This design comes from an exercise in tuning for small area, a short achievable clock period and few clock cycles on the open sky130 flow, not from production work.
The RTL was checked by simulation tests, not by an equivalence proof against the original design.
Power and IR drop assume default switching activity.

==> nickel <==
Design riscv_core, start of the top module:
module riscv_core
#(
     parameter SUPPORT_MULDIV   = 1
    ,parameter SUPPORT_SUPER    = 0
    ,parameter SUPPORT_MMU      = 0
    ,parameter SUPPORT_LOAD_BYPASS = 1
    ,parameter SUPPORT_MUL_BYPASS = 1
    ,parameter SUPPORT_REGFILE_XILINX = 0
    ,parameter EXTRA_DECODE_STAGE = 0
    ,parameter MEM_CACHE_ADDR_MIN = 32'h80000000
    ,parameter MEM_CACHE_ADDR_MAX = 32'h8fffffff
)
(
     input           clk_i
    ,input           rst_i
    ,input  [ 31:0]  mem_d_data_rd_i
    ,input           mem_d_accept_i
    ,input           mem_d_ack_i
    ,input           mem_d_error_i
    ,input  [ 10:0]  mem_d_resp_tag_i
    ,input           mem_i_accept_i
    ,input           mem_i_valid_i
    ,input           mem_i_error_i
    ,input  [ 31:0]  mem_i_inst_i
    ,input           intr_i
    ,input  [ 31:0]  reset_vector_i
    ,input  [ 31:0]  cpu_id_i
    ,output [ 31:0]  mem_d_addr_o
    ,output [ 31:0]  mem_d_data_wr_o
    ,output          mem_d_rd_o
    ,output [  3:0]  mem_d_wr_o
    ,output          mem_d_cacheable_o
    ,output [ 10:0]  mem_d_req_tag_o
    ,output          mem_d_invalidate_o
    ,output          mem_d_writeback_o
    ,output          mem_d_flush_o
    ,output          mem_i_rd_o
    ,output          mem_i_flush_o
    ,output          mem_i_invalidate_o
    ,output [ 31:0]  mem_i_pc_o
);
export LEC_CHECK = 0
export CAP_MARGIN = 30
export CORE_MARGIN = 2
export CORE_UTILIZATION = 50
export CTS_CLUSTER_DIAMETER = 80
export CTS_CLUSTER_SIZE = 24
export GPL_ROUTABILITY_DRIVEN = 1
export PLACE_DENSITY = 0.75
export SETUP_SLACK_MARGIN = 5
export SLEW_MARGIN = 30
create_clock -name core_clock -period 13.0 [get_ports {clk_i}]
standard.sh (not shown) runs the stock make flow with config.mk's settings and CLKGATE_MAP_FILE= SYNTH_SCRIPT=/design/flow/synth_recipe.tcl, a recipe that flattens the netlist after the stock synthesis.
==> flow/flow/run.sh <==
#!/bin/bash
set -euo pipefail
export BUFFER_PORTS_ARGS="-buffer_cell sky130_fd_sc_hd__buf_4"
bash standard.sh SETUP_SLACK_MARGIN=6 finish > standard.log 2>&1
==> inputs of zinc, as changes to nickel <==
--- a/flow/design.v
+++ b/flow/design.v
@@ -1093,16 +1093,17 @@
 begin
     if (first_q)
         invert_res_q <= signed_q && (div_inst_q ? ((operand_a_e1_i[31] != operand_b_e1_i[31]) && |operand_b_e1_i)
                                                 : operand_a_e1_i[31]);
     first_q      <= 1'b0;
     cnt_q        <= cnt_q + 6'd1;
 end
 always @ (posedge clk_i)
+if (busy_q && !div_complete_w)
 begin
     rem_q <= ge_w ? sub_w[31:0] : shl_w[31:0];
     nq_q  <= {n_w[30:0], ge_w};    
 end
 wire [31:0] res_w = div_inst_q ? nq_q : rem_q;
 always @ (posedge clk_i or posedge rst_i)
 if (rst_i)
     valid_q <= 1'b0;
@@ -1412,17 +1413,16 @@
     ,input           branch_request_i        
     ,input  [ 31:0]  branch_pc_i
     ,input  [  1:0]  branch_priv_i
     ,input           branch_e1_i             
     ,input  [ 31:0]  branch_e1_pc_i
     ,output          fetch_valid_o
     ,output          fetch_valid_nb_o        
     ,output          skid_valid_o            
-    ,output          drop_nb_o               
     ,output [ 31:0]  skid_instr_o
     ,output          skid_fault_o
     ,input           fetch_accept_nb_i       
     ,output [ 31:0]  fetch_instr_o
     ,output [ 31:0]  fetch_pc_o
     ,output          fetch_fault_fetch_o
     ,output          fetch_fault_page_o
     ,output          icache_rd_o
@@ -1440,32 +1440,35 @@
 reg [1:0]   branch_priv_q;
 wire        branch_w      = branch_e1_i | branch_q;
 wire [31:0] branch_pc_w   = branch_e1_i ? branch_e1_pc_i : branch_pc_q;
 wire [1:0]  branch_priv_w = branch_priv_q;
 always @ (posedge clk_i or posedge rst_i)
 if (rst_i)
 begin
     branch_q       <= 1'b0;
+    branch_pc_q    <= 32'b0;
     branch_priv_q  <= 2'd3;
 end
 else if (branch_request_i)
 begin
     branch_q       <= 1'b1;
+    branch_pc_q    <= branch_pc_i;
     branch_priv_q  <= branch_priv_i;
 end
 else if (icache_rd_o && icache_accept_i)
+begin
     branch_q       <= 1'b0;
+    branch_pc_q    <= 32'b0;
+end
 else if (branch_e1_i)
+begin
     branch_q       <= 1'b1;
-always @ (posedge clk_i)
-if (branch_request_i)
-    branch_pc_q    <= branch_pc_i;
-else if (!(icache_rd_o && icache_accept_i) && branch_e1_i)
     branch_pc_q    <= branch_e1_pc_i;
+end
 assign squash_decode_o    = branch_request_i;
 always @ (posedge clk_i or posedge rst_i)
 if (rst_i)
     active_q    <= 1'b0;
 else if (branch_w && ~stall_w)
     active_q    <= 1'b1;
 reg stall_q;
 always @ (posedge clk_i or posedge rst_i)
@@ -1489,18 +1492,20 @@
     icache_invalidate_q <= 1'b1;
 else
     icache_invalidate_q <= 1'b0;
 reg [31:0]  pc_f_q;
 reg [31:0]  pc_d_q;
 wire [31:0] icache_pc_w;
 wire [1:0]  icache_priv_w;
 wire        fetch_resp_drop_w;
-always @ (posedge clk_i)
-if (branch_w && ~stall_w)
+always @ (posedge clk_i or posedge rst_i)
+if (rst_i)
+    pc_f_q  <= 32'b0;
+else if (branch_w && ~stall_w)
     pc_f_q  <= branch_pc_w;
 else if (!stall_w)
     pc_f_q  <= {icache_pc_w[31:2],2'b0} + 32'd4;
 reg [1:0] priv_f_q;
 reg       branch_d_q;
 always @ (posedge clk_i or posedge rst_i)
 if (rst_i)
     priv_f_q  <= 2'd3;
@@ -1511,18 +1516,20 @@
     branch_d_q  <= 1'b0;
 else if (branch_w && ~stall_w)
     branch_d_q  <= 1'b1;
 else if (!stall_w)
     branch_d_q  <= 1'b0;
 assign icache_pc_w       = pc_f_q;
 assign icache_priv_w     = priv_f_q;
 assign fetch_resp_drop_w = branch_w | branch_d_q;
-always @ (posedge clk_i)
-if (icache_rd_o && icache_accept_i)
+always @ (posedge clk_i or posedge rst_i)
+if (rst_i)
+    pc_d_q <= 32'b0;
+else if (icache_rd_o && icache_accept_i)
     pc_d_q <= icache_pc_w;
 assign icache_rd_o         = active_q & (branch_e1_i | fetch_accept_nb_i) & !icache_busy_w;
 assign icache_pc_o         = {icache_pc_w[31:2],2'b0};
 assign icache_priv_o       = icache_priv_w;
 assign icache_flush_o      = fetch_invalidate_i | icache_invalidate_q;
 assign icache_invalidate_o = 1'b0;
 assign icache_busy_w       =  icache_fetch_q && !icache_valid_i;
 reg [65:0]  skid_buffer_q;
@@ -1534,17 +1541,16 @@
     skid_valid_q  <= 1'b1;
 else
     skid_valid_q  <= 1'b0;
 always @ (posedge clk_i)
     skid_buffer_q <= {fetch_fault_page_o, fetch_fault_fetch_o, fetch_pc_o, fetch_instr_o};
 assign fetch_valid_o       = (icache_valid_i || skid_valid_q) & !fetch_resp_drop_w;
 assign fetch_valid_nb_o    = (icache_valid_i || skid_valid_q) & !(branch_q | branch_d_q);
 assign skid_valid_o        = skid_valid_q;
-assign drop_nb_o           = branch_q | branch_d_q;
 assign skid_instr_o        = skid_buffer_q[31:0];
 assign skid_fault_o        = skid_buffer_q[64] | skid_buffer_q[65];
 assign fetch_pc_o          = skid_valid_q ? skid_buffer_q[63:32] : {pc_d_q[31:2],2'b0};
 assign fetch_instr_o       = skid_valid_q ? skid_buffer_q[31:0]  : icache_inst_i;
 assign fetch_fault_fetch_o = skid_valid_q ? skid_buffer_q[64] : icache_error_i;
 assign fetch_fault_page_o  = skid_valid_q ? skid_buffer_q[65] : icache_page_fault_i;
 endmodule
 module riscv_lsu
@@ -1646,32 +1652,17 @@
 reg         st_w_q;
 reg         st_h_q;
 reg         st_b_q;
 reg [2:0]   cop_q;       
 wire        csrrw_w = ((opcode_opcode_i & 32'h707f) == 32'h1073);
 wire dcache_flush_w      = csrrw_w && (opcode_opcode_i[31:20] == 12'h3a0);
 wire dcache_writeback_w  = csrrw_w && (opcode_opcode_i[31:20] == 12'h3a1);
 wire dcache_invalidate_w = csrrw_w && (opcode_opcode_i[31:20] == 12'h3a2);
-function [12:0] add12;
-    input [11:0] a;
-    input [11:0] b;
-    reg [11:0] g, p, g1, p1, g2, p2, g3, p3, g4;
-    integer k;
-begin
-    g = a & b;
-    p = a ^ b;
-    for (k = 0; k < 12; k = k + 1) begin g1[k] = (k >= 1) ? (g[k]  | (p[k]  & g[k-1]))  : g[k];  p1[k] = (k >= 1) ? (p[k]  & p[k-1])  : p[k];  end
-    for (k = 0; k < 12; k = k + 1) begin g2[k] = (k >= 2) ? (g1[k] | (p1[k] & g1[k-2])) : g1[k]; p2[k] = (k >= 2) ? (p1[k] & p1[k-2]) : p1[k]; end
-    for (k = 0; k < 12; k = k + 1) begin g3[k] = (k >= 4) ? (g2[k] | (p2[k] & g2[k-4])) : g2[k]; p3[k] = (k >= 4) ? (p2[k] & p2[k-4]) : p2[k]; end
-    for (k = 0; k < 12; k = k + 1) begin g4[k] = (k >= 8) ? (g3[k] | (p3[k] & g3[k-8])) : g3[k]; end
-    add12 = {g4[11], p ^ {g4[10:0], 1'b0}};
-end
-endfunction
-wire [12:0] addr_lo_w  = add12(ra_q[11:0], imm_q);
+wire [12:0] addr_lo_w  = {1'b0, ra_q[11:0]} + {1'b0, imm_q};
 wire [19:0] addr_hp1_w = ra_q[31:12] + 20'd1;
 wire [19:0] addr_hm1_w = ra_q[31:12] - 20'd1;
 wire [1:0]  addr_hsel_w = {imm_q[11], addr_lo_w[12]};    
 wire [19:0] addr_hi_w  = (addr_hsel_w == 2'b01) ? addr_hp1_w :
                          (addr_hsel_w == 2'b10) ? addr_hm1_w : ra_q[31:12];
 wire [31:0] mem_addr_w = {addr_hi_w, addr_lo_w[11:0]};
 assign mem_unaligned_e1_w = (sw_lw_q && (mem_addr_w[1:0] != 2'b0)) || (sh_lh_q && mem_addr_w[0]);
 assign mem_rd_q = ld_q && !mem_unaligned_e1_w;
@@ -1906,36 +1897,40 @@
 reg [COUNT_W-1:0] count_q;
 integer i;
 always @ (posedge clk_i or posedge rst_i)
 if (rst_i)
 begin
     count_q   <= {(COUNT_W) {1'b0}};
     rd_ptr_q  <= {(ADDR_W) {1'b0}};
     wr_ptr_q  <= {(ADDR_W) {1'b0}};
+    for (i=0;i<DEPTH;i=i+1)
+    begin
+        ram_q[i] <= {(WIDTH) {1'b0}};
+    end
 end
 else
 begin
     if (push_i & accept_o)
+    begin
+        ram_q[wr_ptr_q] <= data_in_i;
         wr_ptr_q        <= wr_ptr_q + 1;
+    end
     if (pop_i & valid_o)
         rd_ptr_q      <= rd_ptr_q + 1;
     if ((push_i & accept_o) & ~(pop_i & valid_o))
         count_q <= count_q + 1;
     else if (~(push_i & accept_o) & (pop_i & valid_o))
         count_q <= count_q - 1;
 end
 /*verilator lint_off WIDTH*/
 assign valid_o       = (count_q != 0);
 assign accept_o      = (count_q != DEPTH);
 /*verilator lint_on WIDTH*/
 assign data_out_o    = ram_q[rd_ptr_q];
-always @ (posedge clk_i)
-if (push_i & accept_o)
-    ram_q[wr_ptr_q] <= data_in_i;
 endmodule
 module riscv_mmu
 #(
      parameter MEM_CACHE_ADDR_MIN = 32'h80000000
     ,parameter MEM_CACHE_ADDR_MAX = 32'h8fffffff
     ,parameter SUPPORT_MMU      = 1
 )
 (
@@ -2992,18 +2987,16 @@
     ,input           fetch_instr_branch_i
     ,input           fetch_instr_mul_i
     ,input           fetch_instr_div_i
     ,input           fetch_instr_csr_i
     ,input           fetch_instr_rd_valid_i
     ,input           fetch_instr_invalid_i
     ,input  [ 31:0]  fetch_instr_raw_i
     ,input           fetch_skid_valid_i      
-    ,input           fetch_drop_nb_i
-    ,input           fetch_port_valid_i
     ,input  [ 31:0]  fetch_skid_instr_i
     ,input           fetch_skid_fault_i
     ,input  [ 31:0]  fetch_port_instr_i
     ,input           fetch_port_fault_i
     ,input           branch_e1_taken_i
     ,input  [ 31:0]  branch_e1_pc_i
     ,input           branch_csr_request_i
     ,input  [ 31:0]  branch_csr_pc_i
@@ -3269,21 +3262,18 @@
     opcode_accept_r = opcode_issue_r;
 end
 assign lsu_opcode_valid_o   = opcode_issue_r & ~take_interrupt_i;
 assign exec_opcode_valid_o  = opcode_issue_r;
 assign mul_opcode_valid_o   = enable_muldiv_w & opcode_issue_r;
 assign div_opcode_valid_o   = enable_muldiv_w & opcode_issue_r;
 assign interrupt_inhibit_o  = csr_pending_q || issue_csr_w;
 assign fetch_accept_o       = opcode_valid_w ? (opcode_accept_r & ~take_interrupt_i) : 1'b1;
-wire accept_k_w             = ~fetch_drop_nb_i & ~squash_w & ~branch_csr_request_i;
-wire accept_q_w             = ~issue_blocked_w & ~take_interrupt_i;
-wire accept_skid_w          = ~accept_k_w | (accept_q_w & ~hz_skid_w);
-wire accept_port_w          = ~(fetch_port_valid_i & accept_k_w) | (accept_q_w & ~hz_port_w);
-assign fetch_accept_nb_o    = fetch_skid_valid_i ? accept_skid_w : accept_port_w;
+wire opcode_valid_nb_w      = fetch_valid_nb_i & ~squash_w & ~branch_csr_request_i;
+assign fetch_accept_nb_o    = ~opcode_valid_nb_w | (~issue_blocked_w & ~hz_sb_w & ~hz_cls_w & ~take_interrupt_i);
 assign stall_w              = pipe_stall_raw_w;
 wire [31:0] issue_ra_value_w;
 wire [31:0] issue_rb_value_w;
 wire [31:0] issue_b_ra_value_w;
 wire [31:0] issue_b_rb_value_w;
 riscv_regfile
 #(
      .SUPPORT_REGFILE_XILINX(SUPPORT_REGFILE_XILINX)
@@ -3530,17 +3520,16 @@
 wire           branch_e1_fire_w;
 wire           branch_e1_taken_w;
 wire  [ 31:0]  branch_e1_pc_w;
 wire  [ 31:0]  exec_operand_a_e1_w;
 wire  [ 31:0]  fetch_instr_raw_w;
 wire           opcode_fault_w;
 wire           fetch_valid_nb_w;
 wire           fetch_skid_valid_w;
-wire           fetch_drop_nb_w;
 wire  [ 31:0]  fetch_skid_instr_w;
 wire           fetch_skid_fault_w;
 wire           fetch_accept_nb_w;
 wire  [ 31:0]  exec_operand_b_e1_w;
 riscv_exec
 u_exec
 (
      .clk_i(clk_i)
@@ -3801,18 +3790,16 @@
     ,.fetch_instr_branch_i(fetch_instr_branch_w)
     ,.fetch_instr_mul_i(fetch_instr_mul_w)
     ,.fetch_instr_div_i(fetch_instr_div_w)
     ,.fetch_instr_csr_i(fetch_instr_csr_w)
     ,.fetch_instr_rd_valid_i(fetch_instr_rd_valid_w)
     ,.fetch_instr_invalid_i(fetch_instr_invalid_w)
     ,.fetch_instr_raw_i(fetch_instr_raw_w)
     ,.fetch_skid_valid_i(fetch_skid_valid_w)
-    ,.fetch_drop_nb_i(fetch_drop_nb_w)
-    ,.fetch_port_valid_i(mem_i_valid_i)
     ,.fetch_skid_instr_i(fetch_skid_instr_w)
     ,.fetch_skid_fault_i(fetch_skid_fault_w)
     ,.fetch_port_instr_i(mem_i_inst_i)
     ,.fetch_port_fault_i(mem_i_error_i)
     ,.branch_e1_taken_i(branch_e1_taken_w)
     ,.branch_e1_pc_i(branch_e1_pc_w)
     ,.branch_csr_request_i(branch_csr_request_w)
     ,.branch_csr_pc_i(branch_csr_pc_w)
@@ -3902,17 +3889,16 @@
     ,.branch_request_i(branch_request_w)
     ,.branch_pc_i(branch_pc_w)
     ,.branch_priv_i(branch_priv_w)
     ,.branch_e1_i(branch_e1_fire_w)
     ,.branch_e1_pc_i(branch_e1_pc_w)
     ,.fetch_valid_o(fetch_dec_valid_w)
     ,.fetch_valid_nb_o(fetch_valid_nb_w)
     ,.skid_valid_o(fetch_skid_valid_w)
-    ,.drop_nb_o(fetch_drop_nb_w)
     ,.skid_instr_o(fetch_skid_instr_w)
     ,.skid_fault_o(fetch_skid_fault_w)
     ,.fetch_accept_nb_i(fetch_accept_nb_w)
     ,.fetch_instr_o(fetch_dec_instr_w)
     ,.fetch_pc_o(fetch_dec_pc_w)
     ,.fetch_fault_fetch_o(fetch_dec_fault_fetch_w)
     ,.fetch_fault_page_o(fetch_dec_fault_page_w)
     ,.icache_rd_o(mmu_ifetch_rd_w)
==> flow/config.mk (replaced) <==
export PLATFORM = sky130hd
export DESIGN_NAME = riscv_core
export DESIGN_NICKNAME = riscv_core
export VERILOG_FILES = /design/flow/design.v
export SDC_FILE = /design/flow/constraint.sdc
export NUM_CORES = 8
export LEC_CHECK = 0
export CAP_MARGIN = 30
export CORE_MARGIN = 2
export CORE_UTILIZATION = 55
export GPL_ROUTABILITY_DRIVEN = 1
export SETUP_SLACK_MARGIN = 5
export SLEW_MARGIN = 30
==> qor summary <==
metric                                                           zinc        nickel
Area fraction of the dominant cell type after synthesis         33.4%         35.8%
Number of synthesized flops with an enable pin                   1728          1826
Net switching power of the design                             6.57 mW       5.94 mW
Data arrival time of the worst path                           8.26 ns       7.96 ns
Critical path data required time                             13.76 ns      13.48 ns
Adder-cell area share of the yosys netlist                      10.0%         10.2%
Final-layout clock-cell area share                              5.10%         2.61%
Count of buffer and inverter cells on the critical path             5             4
Area used by multi-input combinational logic             0.0810 sq mm  0.0791 sq mm
Area overhead of the layout relative to synthesis               11.4%         8.86%
Clock buffer count                                                356           176
Result of the run                            timing/DRC/antenna clean  timing/DRC/antenna clean
Post-Synthesis Mean Instance Area                          10.2 sq um    10.5 sq um
Met2 wire length                                            300000 um     275000 um
Testbench counts of nickel, summed over its fixed seeds: cycles 592,794.
Testbench counts of zinc, summed over its fixed seeds: cycles 592,794.

==> re-timing with driven ports <==
The results above use ideal ports. As a check the final layouts listed here were re-extracted and re-timed, cells and wires unchanged.
Step 1 assumes that a clkbuf_16 drives the clock port and a buf_2 every other input.
Step 2, shift: input delay + t, output delay - t, t = (earliest + latest rising clock arrival at the registers) / 2. This alone moves slack from input paths to output paths.
Slacks: ideal / step 1 / step 2; pairs: ideal / step 1.
| run | shift t [ns] | setup WS [ns] | clock arrival spread, ns |
|---|---|---|---|
| nickel | 0.997 | 5.516 / 5.488 / 4.490 | 0.087 / 0.087 |
| zinc | 1.030 | 5.500 / 5.565 / 4.534 | 0.078 / 0.079 |
After both steps setup and hold are still met in every run listed. For nickel, which loses most, drivers alone change the setup slack by -0.028 ns; drivers and shift together by -1.026 ns.
